This is an optimization exercise on Yosys and OpenROAD, whose aim is small area, not a production implementation. Where RTL was checked, it was by simulation tests only, not by an equivalence proof against the original. Power and IR drop assume default switching activity. The flow treats the clock pin as an ideal source, which a real chip does not have.

## rev 12
==> flow/design.v <==
`timescale 1ns / 1ps
module sliding_window #(
    parameter int DATA_WIDTH = 8,
    parameter int IMG_WIDTH  = 28,
    parameter int DEPTH      = 2*IMG_WIDTH
)(
    input  logic                              clk,
    input  logic                              rst_n,
    input  logic                              i_valid,
    input  logic [DATA_WIDTH-1:0]             i_data,
    output logic                              o_ready,    
    output logic [DEPTH-1:0][DATA_WIDTH-1:0]  o_nhist    
);
    logic [DEPTH-1:0][DATA_WIDTH-1:0] hist;
    logic [4:0] x_cnt;       
    logic [1:0] y_cnt;       
    always_ff @(posedge clk) begin
        if (i_valid)
            hist <= {hist[DEPTH-2:0], ~i_data};
    end
    wire x_last = x_cnt[4] & x_cnt[3] & x_cnt[1] & x_cnt[0];    
    always_ff @(posedge clk or negedge rst_n) begin
        if (!rst_n) begin
            x_cnt <= '0;
            y_cnt <= '0;
        end else if (i_valid) begin
            if (x_last) begin
                x_cnt <= '0;
                if (!y_cnt[1]) y_cnt <= y_cnt + 2'd1;
            end else begin
                x_cnt <= x_cnt + 5'd1;
            end
        end
    end
    assign o_ready = y_cnt[1] & (x_cnt[4] | x_cnt[3] | x_cnt[2] | x_cnt[1]);
    assign o_nhist = hist;
endmodule
`timescale 1ns / 1ps
module conv_mac #(
    parameter int DATA_WIDTH = 8,
    parameter int IMG_WIDTH  = 28,
    parameter int DEPTH      = 2*IMG_WIDTH
)(
    input  logic                              clk,
    input  logic                              rst_n,
    input  logic                              i_beat,    
    input  logic                              i_valid,   
    input  logic [DATA_WIDTH-1:0]             i_px,      
    input  logic [DEPTH-1:0][DATA_WIDTH-1:0]  i_hist,    
    output logic                              o_valid,
    output logic [11:0]                       o_result
);
    localparam int W = IMG_WIDTH;
    logic [7:0] p56, m0, m2, cp;
    assign p56 = i_hist[2*W-1];      
    assign m0  = i_hist[W-1];        
    assign m2  = i_hist[W+1];        
    assign cp  = ~i_hist[W];         
    logic [8:0] t0;
    wire [7:0] r;
    conv_ha u_t0_0 (.a(i_px[0]), .b(p56[0]), .s(t0[0]), .co(r[0]));
    conv_fa u_t0_1 (.a(i_px[1]), .b(p56[1]), .c(r[0]), .s(t0[1]), .co(r[1]));
    conv_fa u_t0_2 (.a(i_px[2]), .b(p56[2]), .c(r[1]), .s(t0[2]), .co(r[2]));
    conv_fa u_t0_3 (.a(i_px[3]), .b(p56[3]), .c(r[2]), .s(t0[3]), .co(r[3]));
    conv_fa u_t0_4 (.a(i_px[4]), .b(p56[4]), .c(r[3]), .s(t0[4]), .co(r[4]));
    conv_fa u_t0_5 (.a(i_px[5]), .b(p56[5]), .c(r[4]), .s(t0[5]), .co(r[5]));
    conv_fa u_t0_6 (.a(i_px[6]), .b(p56[6]), .c(r[5]), .s(t0[6]), .co(r[6]));
    conv_fa u_t0_7 (.a(i_px[7]), .b(p56[7]), .c(r[6]), .s(t0[7]), .co(r[7]));
    assign t0[8] = r[7];
    logic [8:0] t1, t2;
    always_ff @(posedge clk)
        if (i_beat) begin
            t1 <= t0;
            t2 <= t1;
        end
    wire c_1, c_2;
    conv_fa u_fa0 (.a(t1[0]), .b(t2[0]), .c(m0[0]), .s(c_1), .co(c_2));
    wire c_3, c_4;
    conv_fa u_fa1 (.a(m2[0]), .b(t0[0]), .c(c_1), .s(c_3), .co(c_4));
    wire c_5, c_6;
    conv_fa u_fa2 (.a(t1[1]), .b(t2[1]), .c(m0[1]), .s(c_5), .co(c_6));
    wire c_7, c_8;
    conv_fa u_fa3 (.a(m2[1]), .b(t0[1]), .c(c_2), .s(c_7), .co(c_8));
    wire c_9, c_10;
    conv_fa u_fa4 (.a(c_4), .b(c_5), .c(c_7), .s(c_9), .co(c_10));
    wire c_11, c_12;
    conv_fa u_fa5 (.a(t1[2]), .b(t2[2]), .c(m0[2]), .s(c_11), .co(c_12));
    wire c_13, c_14;
    conv_fa u_fa6 (.a(m2[2]), .b(t0[2]), .c(c_6), .s(c_13), .co(c_14));
    wire c_15, c_16;
    conv_fa u_fa7 (.a(c_8), .b(c_10), .c(c_11), .s(c_15), .co(c_16));
    wire c_17, c_18;
    conv_fa u_fa8 (.a(t1[3]), .b(t2[3]), .c(m0[3]), .s(c_17), .co(c_18));
    wire c_19 = m2[3] ^ 1'b1 ^ cp[0];
    wire c_20 = (m2[3] & 1'b1) | (m2[3] & cp[0]) | (1'b1 & cp[0]);
    wire c_21, c_22;
    conv_fa u_fa9 (.a(t0[3]), .b(c_12), .c(c_14), .s(c_21), .co(c_22));
    wire c_23, c_24;
    conv_fa u_fa10 (.a(c_16), .b(c_17), .c(c_19), .s(c_23), .co(c_24));
    wire c_25, c_26;
    conv_fa u_fa11 (.a(t1[4]), .b(t2[4]), .c(m0[4]), .s(c_25), .co(c_26));
    wire c_27, c_28;
    conv_fa u_fa12 (.a(m2[4]), .b(cp[1]), .c(t0[4]), .s(c_27), .co(c_28));
    wire c_29, c_30;
    conv_fa u_fa13 (.a(c_18), .b(c_20), .c(c_22), .s(c_29), .co(c_30));
    wire c_31, c_32;
    conv_fa u_fa14 (.a(c_24), .b(c_25), .c(c_27), .s(c_31), .co(c_32));
    wire c_33, c_34;
    conv_fa u_fa15 (.a(t1[5]), .b(t2[5]), .c(m0[5]), .s(c_33), .co(c_34));
    wire c_35, c_36;
    conv_fa u_fa16 (.a(m2[5]), .b(cp[2]), .c(t0[5]), .s(c_35), .co(c_36));
    wire c_37, c_38;
    conv_fa u_fa17 (.a(c_26), .b(c_28), .c(c_30), .s(c_37), .co(c_38));
    wire c_39, c_40;
    conv_fa u_fa18 (.a(c_32), .b(c_33), .c(c_35), .s(c_39), .co(c_40));
    wire c_41, c_42;
    conv_fa u_fa19 (.a(t1[6]), .b(t2[6]), .c(m0[6]), .s(c_41), .co(c_42));
    wire c_43, c_44;
    conv_fa u_fa20 (.a(m2[6]), .b(cp[3]), .c(t0[6]), .s(c_43), .co(c_44));
    wire c_45, c_46;
    conv_fa u_fa21 (.a(c_34), .b(c_36), .c(c_38), .s(c_45), .co(c_46));
    wire c_47, c_48;
    conv_fa u_fa22 (.a(c_40), .b(c_41), .c(c_43), .s(c_47), .co(c_48));
    wire c_49, c_50;
    conv_fa u_fa23 (.a(t1[7]), .b(t2[7]), .c(m0[7]), .s(c_49), .co(c_50));
    wire c_51, c_52;
    conv_fa u_fa24 (.a(m2[7]), .b(cp[4]), .c(t0[7]), .s(c_51), .co(c_52));
    wire c_53, c_54;
    conv_fa u_fa25 (.a(c_42), .b(c_44), .c(c_46), .s(c_53), .co(c_54));
    wire c_55, c_56;
    conv_fa u_fa26 (.a(c_48), .b(c_49), .c(c_51), .s(c_55), .co(c_56));
    wire c_57, c_58;
    conv_fa u_fa27 (.a(t1[8]), .b(t2[8]), .c(cp[5]), .s(c_57), .co(c_58));
    wire c_59, c_60;
    conv_fa u_fa28 (.a(t0[8]), .b(c_50), .c(c_52), .s(c_59), .co(c_60));
    wire c_61, c_62;
    conv_fa u_fa29 (.a(c_54), .b(c_56), .c(c_57), .s(c_61), .co(c_62));
    wire c_63, c_64;
    conv_fa u_fa30 (.a(cp[6]), .b(c_58), .c(c_60), .s(c_63), .co(c_64));
    logic [7:0] lo_sum;
    logic lo_carry;
    wire lc_0;
    conv_ha u_ha0 (.a(c_3), .b(1'b0), .s(lo_sum[0]), .co(lc_0));
    wire lc_1;
    conv_fa u_fa31 (.a(c_9), .b(1'b0), .c(lc_0), .s(lo_sum[1]), .co(lc_1));
    wire lc_2;
    conv_fa u_fa32 (.a(c_13), .b(c_15), .c(lc_1), .s(lo_sum[2]), .co(lc_2));
    wire lc_3;
    conv_fa u_fa33 (.a(c_21), .b(c_23), .c(lc_2), .s(lo_sum[3]), .co(lc_3));
    wire lc_4;
    conv_fa u_fa34 (.a(c_29), .b(c_31), .c(lc_3), .s(lo_sum[4]), .co(lc_4));
    wire lc_5;
    conv_fa u_fa35 (.a(c_37), .b(c_39), .c(lc_4), .s(lo_sum[5]), .co(lc_5));
    wire lc_6;
    conv_fa u_fa36 (.a(c_45), .b(c_47), .c(lc_5), .s(lo_sum[6]), .co(lc_6));
    wire lc_7;
    conv_fa u_fa37 (.a(c_53), .b(c_55), .c(lc_6), .s(lo_sum[7]), .co(lc_7));
    assign lo_carry = lc_7;
    logic [7:0] lo_r;
    logic [3:0] ha_r, hb_r;
    logic hc_in;
    always_ff @(posedge clk) begin
        lo_r  <= lo_sum;
        hc_in <= lo_carry;
        ha_r  <= {1'b1, cp[7], c_62, c_59};
        hb_r  <= {1'b0, c_64, c_63, c_61};
    end
    logic [3:0] hi_sum;
    wire hc_0;
    conv_fa u_fa38 (.a(ha_r[0]), .b(hb_r[0]), .c(hc_in), .s(hi_sum[0]), .co(hc_0));
    wire hc_1;
    conv_fa u_fa39 (.a(ha_r[1]), .b(hb_r[1]), .c(hc_0), .s(hi_sum[1]), .co(hc_1));
    wire hc_2;
    conv_fa u_fa40 (.a(ha_r[2]), .b(hb_r[2]), .c(hc_1), .s(hi_sum[2]), .co(hc_2));
    assign hi_sum[3] = ha_r[3] ^ hb_r[3] ^ hc_2;
    assign o_result = {hi_sum, lo_r};
    always_ff @(posedge clk or negedge rst_n)
        if (!rst_n) o_valid <= 1'b0;
        else        o_valid <= i_valid;
endmodule
module conv_fa (
    input  logic a, b, c,
    output logic s, co
);
    assign s  = a ^ b ^ c;
    assign co = (a & b) | (a & c) | (b & c);
endmodule
module conv_ha (
    input  logic a, b,
    output logic s, co
);
    assign s  = a ^ b;
    assign co = a & b;
endmodule
`timescale 1ns / 1ps
module cnn_top #(
    parameter int DATA_WIDTH = 8,
    parameter int OUT_WIDTH  = 32,
    parameter int IMG_WIDTH  = 28
)(
    input  logic                   clk,
    input  logic                   rst_n,
    input  logic [DATA_WIDTH-1:0]  s_axis_tdata,
    input  logic                   s_axis_tvalid,
    output logic                   s_axis_tready,
    output logic [OUT_WIDTH-1:0]   m_axis_tdata,
    output logic                   m_axis_tvalid,
    input  logic                   m_axis_tready,
    output logic                   m_axis_tlast
);
    localparam int DEPTH = 2*IMG_WIDTH;
    logic                              win_ready;
    logic [DEPTH-1:0][DATA_WIDTH-1:0]  nhist;    
    logic [11:0]                       result;
    assign s_axis_tready = 1'b1;
    assign m_axis_tlast  = 1'b0;
    sliding_window #(
        .DATA_WIDTH(DATA_WIDTH),
        .IMG_WIDTH(IMG_WIDTH),
        .DEPTH(DEPTH)
    ) u_sliding_window (
        .clk(clk),
        .rst_n(rst_n),
        .i_valid(s_axis_tvalid),
        .i_data(s_axis_tdata),
        .o_ready(win_ready),
        .o_nhist(nhist)
    );
    conv_mac #(
        .DATA_WIDTH(DATA_WIDTH),
        .IMG_WIDTH(IMG_WIDTH),
        .DEPTH(DEPTH)
    ) u_conv_mac (
        .clk(clk),
        .rst_n(rst_n),
        .i_beat(s_axis_tvalid),
        .i_valid(s_axis_tvalid & win_ready),
        .i_px(~s_axis_tdata),
        .i_hist(nhist),
        .o_valid(m_axis_tvalid),
        .o_result(result)
    );
    assign m_axis_tdata = {{(OUT_WIDTH-12){result[11]}}, result};
endmodule
clock: 5.5 ns
lec_check: 0
cap_margin: 20
core_margin: 2
core_utilization: 70
cts_buf_list: sky130_fd_sc_hd__clkbuf_16
cts_cluster_diameter: 100
cts_cluster_size: 36
slew_margin: 20
synth_hierarchical: 1
synth_minimum_keep_size: 0
standard.sh (not shown) runs the stock make flow with config.mk's settings and CLKGATE_MAP_FILE= SYNTH_SCRIPT=/design/flow/synth_recipe.tcl, a recipe that flattens the netlist after the stock synthesis.
==> flow/flow/run.sh <==
#!/bin/bash
# Standard layout (standard.sh: the ORFS flow, synthesis unchanged), with
# clock tree synthesis told not to add dummy loads and to use a small buffer
# at the root of the clock tree, and the smallest buffer on
# the ports.
set -euo pipefail
export CTS_ARGS="-sink_clustering_enable -repair_clock_nets -buf_list sky130_fd_sc_hd__clkbuf_16 -sink_clustering_size 36 -sink_clustering_max_diameter 100 -dont_use_dummy_load -root_buf sky130_fd_sc_hd__clkbuf_4"
export BUFFER_PORTS_ARGS="-buffer_cell sky130_fd_sc_hd__buf_1"
bash standard.sh > standard.log 2>&1
#### Input delta (rev 13 over rev 12)
--- a/flow/design.v
+++ b/flow/design.v
@@ -136,9 +136,9 @@
     wire c_61, c_62;
     conv_fa u_fa29 (.a(c_54), .b(c_56), .c(c_57), .s(c_61), .co(c_62));
     wire c_63, c_64;
     conv_fa u_fa30 (.a(cp[6]), .b(c_58), .c(c_60), .s(c_63), .co(c_64));
-    logic [7:0] lo_sum;
+    logic [8:0] lo_sum;
     logic lo_carry;
     wire lc_0;
     conv_ha u_ha0 (.a(c_3), .b(1'b0), .s(lo_sum[0]), .co(lc_0));
     wire lc_1;
@@ -154,26 +154,26 @@
     wire lc_6;
     conv_fa u_fa36 (.a(c_45), .b(c_47), .c(lc_5), .s(lo_sum[6]), .co(lc_6));
     wire lc_7;
     conv_fa u_fa37 (.a(c_53), .b(c_55), .c(lc_6), .s(lo_sum[7]), .co(lc_7));
-    assign lo_carry = lc_7;
-    logic [7:0] lo_r;
-    logic [3:0] ha_r, hb_r;
+    wire lc_8;
+    conv_fa u_fa38 (.a(c_59), .b(c_61), .c(lc_7), .s(lo_sum[8]), .co(lc_8));
+    assign lo_carry = lc_8;
+    logic [8:0] lo_r;
+    logic [2:0] ha_r, hb_r;
     logic hc_in;
     always_ff @(posedge clk) begin
         lo_r  <= lo_sum;
         hc_in <= lo_carry;
-        ha_r  <= {1'b1, cp[7], c_62, c_59};
-        hb_r  <= {1'b0, c_64, c_63, c_61};
+        ha_r  <= {1'b1, cp[7], c_62};
+        hb_r  <= {1'b0, c_64, c_63};
     end
-    logic [3:0] hi_sum;
+    logic [2:0] hi_sum;
     wire hc_0;
-    conv_fa u_fa38 (.a(ha_r[0]), .b(hb_r[0]), .c(hc_in), .s(hi_sum[0]), .co(hc_0));
+    conv_fa u_fa39 (.a(ha_r[0]), .b(hb_r[0]), .c(hc_in), .s(hi_sum[0]), .co(hc_0));
     wire hc_1;
-    conv_fa u_fa39 (.a(ha_r[1]), .b(hb_r[1]), .c(hc_0), .s(hi_sum[1]), .co(hc_1));
-    wire hc_2;
-    conv_fa u_fa40 (.a(ha_r[2]), .b(hb_r[2]), .c(hc_1), .s(hi_sum[2]), .co(hc_2));
-    assign hi_sum[3] = ha_r[3] ^ hb_r[3] ^ hc_2;
+    conv_fa u_fa40 (.a(ha_r[1]), .b(hb_r[1]), .c(hc_0), .s(hi_sum[1]), .co(hc_1));
+    assign hi_sum[2] = ha_r[2] ^ hb_r[2] ^ hc_1;
     assign o_result = {hi_sum, lo_r};
     always_ff @(posedge clk or negedge rst_n)
         if (!rst_n) o_valid <= 1'b0;
         else        o_valid <= i_valid;
## What came out
Rev 13 finished every stage and its layout cleared the timing, DRC and antenna checks.
Global-route usage essentially unchanged between rev 13 and rev 12.
Diff rev 12..rev 13 | number of flops mapped to enable cells by yosys | unchanged
In terms of multiplexer area fraction after synthesis, rev 12 and rev 13 differ only marginally.
Rev 13: share of layout cells above drive strength 1 is 1.1 points higher than what rev 12 reported.
Going from rev 12 to rev 13, first-iteration DRC count shrank by a few percent.
Diff rev 13 and rev 12: clock group share of total power higher in rev 12
Rev 13 vs. rev 12: max-cap violation count held steady, clock sink count held steady.
Comparing rev 12 with rev 13, the die area came out essentially unchanged.
Between rev 13 and rev 12, the synthesized area figures differ only marginally.
[compare] base=rev 12 new=rev 13: data-path buffer share of cell area in the final layout comparable; flip-flop and latch share of the layout cell area now smaller; vertical extent of the die comparable; DRC violation count after routing comparable.
The RTL of rev 13 was laid out without a check of its function.


// cnn_top: RTL as listed in full above, without the edits since
export LEC_CHECK = 0
export CAP_MARGIN = 20
export CORE_MARGIN = 2
export CORE_UTILIZATION = 70
export CTS_BUF_LIST = sky130_fd_sc_hd__clkbuf_16
export CTS_CLUSTER_DIAMETER = 70
export CTS_CLUSTER_SIZE = 36
export SLEW_MARGIN = 20
export SYNTH_HIERARCHICAL = 1
export SYNTH_MINIMUM_KEEP_SIZE = 0
create_clock -name core_clock -period 5.5 [get_ports {clk}]
==> flow/flow/run.sh <==
#!/bin/bash
# Standard layout (standard.sh: the ORFS flow, synthesis unchanged), with
# clock tree synthesis told not to add dummy loads and to use a small buffer
# at the root of the clock tree, and the smallest buffer on
# the ports.
set -euo pipefail
export CTS_ARGS="-sink_clustering_enable -repair_clock_nets -buf_list sky130_fd_sc_hd__clkbuf_16 -sink_clustering_size 36 -sink_clustering_max_diameter 70 -dont_use_dummy_load -root_buf sky130_fd_sc_hd__clkbuf_4"
export BUFFER_PORTS_ARGS="-buffer_cell sky130_fd_sc_hd__buf_1"
bash standard.sh > standard.log 2>&1
Next try:
--- a/flow/design.v
+++ b/flow/design.v
@@ -8,5 +8,5 @@
     input  logic                              rst_n,
     input  logic                              i_valid,
-    input  logic [DATA_WIDTH-1:0]             i_data,
+    input  logic [DATA_WIDTH-1:0]             i_data,     
     output logic                              o_ready,    
     output logic [DEPTH-1:0][DATA_WIDTH-1:0]  o_nhist    
@@ -14,8 +14,8 @@
     logic [DEPTH-1:0][DATA_WIDTH-1:0] hist;
     logic [4:0] x_cnt;       
-    logic [1:0] y_cnt;       
+    logic       row1, row2;  
     always_ff @(posedge clk) begin
         if (i_valid)
-            hist <= {hist[DEPTH-2:0], ~i_data};
+            hist <= {hist[DEPTH-2:0], i_data};
     end
     wire x_last = x_cnt[4] & x_cnt[3] & x_cnt[1] & x_cnt[0];    
@@ -23,9 +23,11 @@
         if (!rst_n) begin
             x_cnt <= '0;
-            y_cnt <= '0;
+            row1  <= 1'b0;
+            row2  <= 1'b0;
         end else if (i_valid) begin
             if (x_last) begin
                 x_cnt <= '0;
-                if (!y_cnt[1]) y_cnt <= y_cnt + 2'd1;
+                row1  <= 1'b1;
+                row2  <= row1;
             end else begin
                 x_cnt <= x_cnt + 5'd1;
@@ -33,5 +35,5 @@
         end
     end
-    assign o_ready = y_cnt[1] & (x_cnt[4] | x_cnt[3] | x_cnt[2] | x_cnt[1]);
+    assign o_ready = row2 & (x_cnt[4] | x_cnt[3] | x_cnt[2] | x_cnt[1]);
     assign o_nhist = hist;
 endmodule
@@ -140,20 +142,18 @@
     logic [7:0] lo_sum;
     logic lo_carry;
-    wire lc_0;
-    conv_ha u_ha0 (.a(c_3), .b(1'b0), .s(lo_sum[0]), .co(lc_0));
-    wire lc_1;
-    conv_fa u_fa31 (.a(c_9), .b(1'b0), .c(lc_0), .s(lo_sum[1]), .co(lc_1));
+    assign lo_sum[0] = c_3;
+    assign lo_sum[1] = c_9;
     wire lc_2;
-    conv_fa u_fa32 (.a(c_13), .b(c_15), .c(lc_1), .s(lo_sum[2]), .co(lc_2));
+    conv_ha u_ha0 (.a(c_13), .b(c_15), .s(lo_sum[2]), .co(lc_2));
     wire lc_3;
-    conv_fa u_fa33 (.a(c_21), .b(c_23), .c(lc_2), .s(lo_sum[3]), .co(lc_3));
+    conv_fa u_fa31 (.a(c_21), .b(c_23), .c(lc_2), .s(lo_sum[3]), .co(lc_3));
     wire lc_4;
-    conv_fa u_fa34 (.a(c_29), .b(c_31), .c(lc_3), .s(lo_sum[4]), .co(lc_4));
+    conv_fa u_fa32 (.a(c_29), .b(c_31), .c(lc_3), .s(lo_sum[4]), .co(lc_4));
     wire lc_5;
-    conv_fa u_fa35 (.a(c_37), .b(c_39), .c(lc_4), .s(lo_sum[5]), .co(lc_5));
+    conv_fa u_fa33 (.a(c_37), .b(c_39), .c(lc_4), .s(lo_sum[5]), .co(lc_5));
     wire lc_6;
-    conv_fa u_fa36 (.a(c_45), .b(c_47), .c(lc_5), .s(lo_sum[6]), .co(lc_6));
+    conv_fa u_fa34 (.a(c_45), .b(c_47), .c(lc_5), .s(lo_sum[6]), .co(lc_6));
     wire lc_7;
-    conv_fa u_fa37 (.a(c_53), .b(c_55), .c(lc_6), .s(lo_sum[7]), .co(lc_7));
+    conv_fa u_fa35 (.a(c_53), .b(c_55), .c(lc_6), .s(lo_sum[7]), .co(lc_7));
     assign lo_carry = lc_7;
     logic [7:0] lo_r;
@@ -168,9 +168,9 @@
     logic [3:0] hi_sum;
     wire hc_0;
-    conv_fa u_fa38 (.a(ha_r[0]), .b(hb_r[0]), .c(hc_in), .s(hi_sum[0]), .co(hc_0));
+    conv_fa u_fa36 (.a(ha_r[0]), .b(hb_r[0]), .c(hc_in), .s(hi_sum[0]), .co(hc_0));
     wire hc_1;
-    conv_fa u_fa39 (.a(ha_r[1]), .b(hb_r[1]), .c(hc_0), .s(hi_sum[1]), .co(hc_1));
+    conv_fa u_fa37 (.a(ha_r[1]), .b(hb_r[1]), .c(hc_0), .s(hi_sum[1]), .co(hc_1));
     wire hc_2;
-    conv_fa u_fa40 (.a(ha_r[2]), .b(hb_r[2]), .c(hc_1), .s(hi_sum[2]), .co(hc_2));
+    conv_fa u_fa38 (.a(ha_r[2]), .b(hb_r[2]), .c(hc_1), .s(hi_sum[2]), .co(hc_2));
     assign hi_sum[3] = ha_r[3] ^ hb_r[3] ^ hc_2;
     assign o_result = {hi_sum, lo_r};
@@ -212,5 +212,7 @@
     logic                              win_ready;
     logic [DEPTH-1:0][DATA_WIDTH-1:0]  nhist;    
+    logic [DATA_WIDTH-1:0]             npx;      
     logic [11:0]                       result;
+    assign npx = ~s_axis_tdata;
     assign s_axis_tready = 1'b1;
     assign m_axis_tlast  = 1'b0;
@@ -223,5 +225,5 @@
         .rst_n(rst_n),
         .i_valid(s_axis_tvalid),
-        .i_data(s_axis_tdata),
+        .i_data(npx),
         .o_ready(win_ready),
         .o_nhist(nhist)
@@ -236,5 +238,5 @@
         .i_beat(s_axis_tvalid),
         .i_valid(s_axis_tvalid & win_ready),
-        .i_px(~s_axis_tdata),
+        .i_px(npx),
         .i_hist(nhist),
         .o_valid(m_axis_tvalid),
Result: The new run completed with no timing, DRC or antenna violations; worst hold slack is worse by 0.030 ns; worst setup slack improved by 0.040 ns; synthesized area goes down by 0.57%; count of clock-buffer cells in the layout stays the same; die area decreases by 0.55%; cell count decreases by 1.5%; cell area stays flat; via count shrinks by 0.75%; clock power barely changes; total power came out lower by 0.90%; global-route usage stays flat; first-iteration DRC count decreases by 14%; routed wire length goes up by 0.39%.
The RTL of the second run of this note was laid out without a check of its function.

separate check: timing with driven ports:
How much do the figures lean on ideal ports? The routed layouts below were timed once more, with nothing changed but the port constraints.
Step 1: set_driving_cell puts a clkbuf_16 on clk and a buf_2 on each other input, an assumption about the parent block.
Step 2 times the ports against the registers' clock, not the clock port: input delays grow and output delays shrink by t, the midpoint of the rising clock arrivals with the driver on.
Slacks: no drivers / after step 1 / after step 2; pairs: no drivers / after step 1.
run	t, ns	setup WS [ns]	hold slack, ns	clock arrival spread, ns
rev 12	0.756	0.392 / 0.407 / -0.349	0.239 / 0.219 / 0.371	0.072 / 0.072
rev 13	0.755	0.078 / 0.091 / -0.664	0.240 / 0.224 / 0.382	0.075 / 0.074
the first run of note 2	0.752	0.346 / 0.362 / -0.389	0.270 / 0.249 / 0.382	0.049 / 0.049
the second run of note 2	0.752	0.386 / 0.403 / -0.348	0.240 / 0.218 / 0.344	0.141 / 0.141
Met with ideal ports but missed after step 2: setup timing in every run listed. The setup slack of rev 13, which loses most, moves by +0.013 ns with the drivers and by -0.742 ns with both steps.
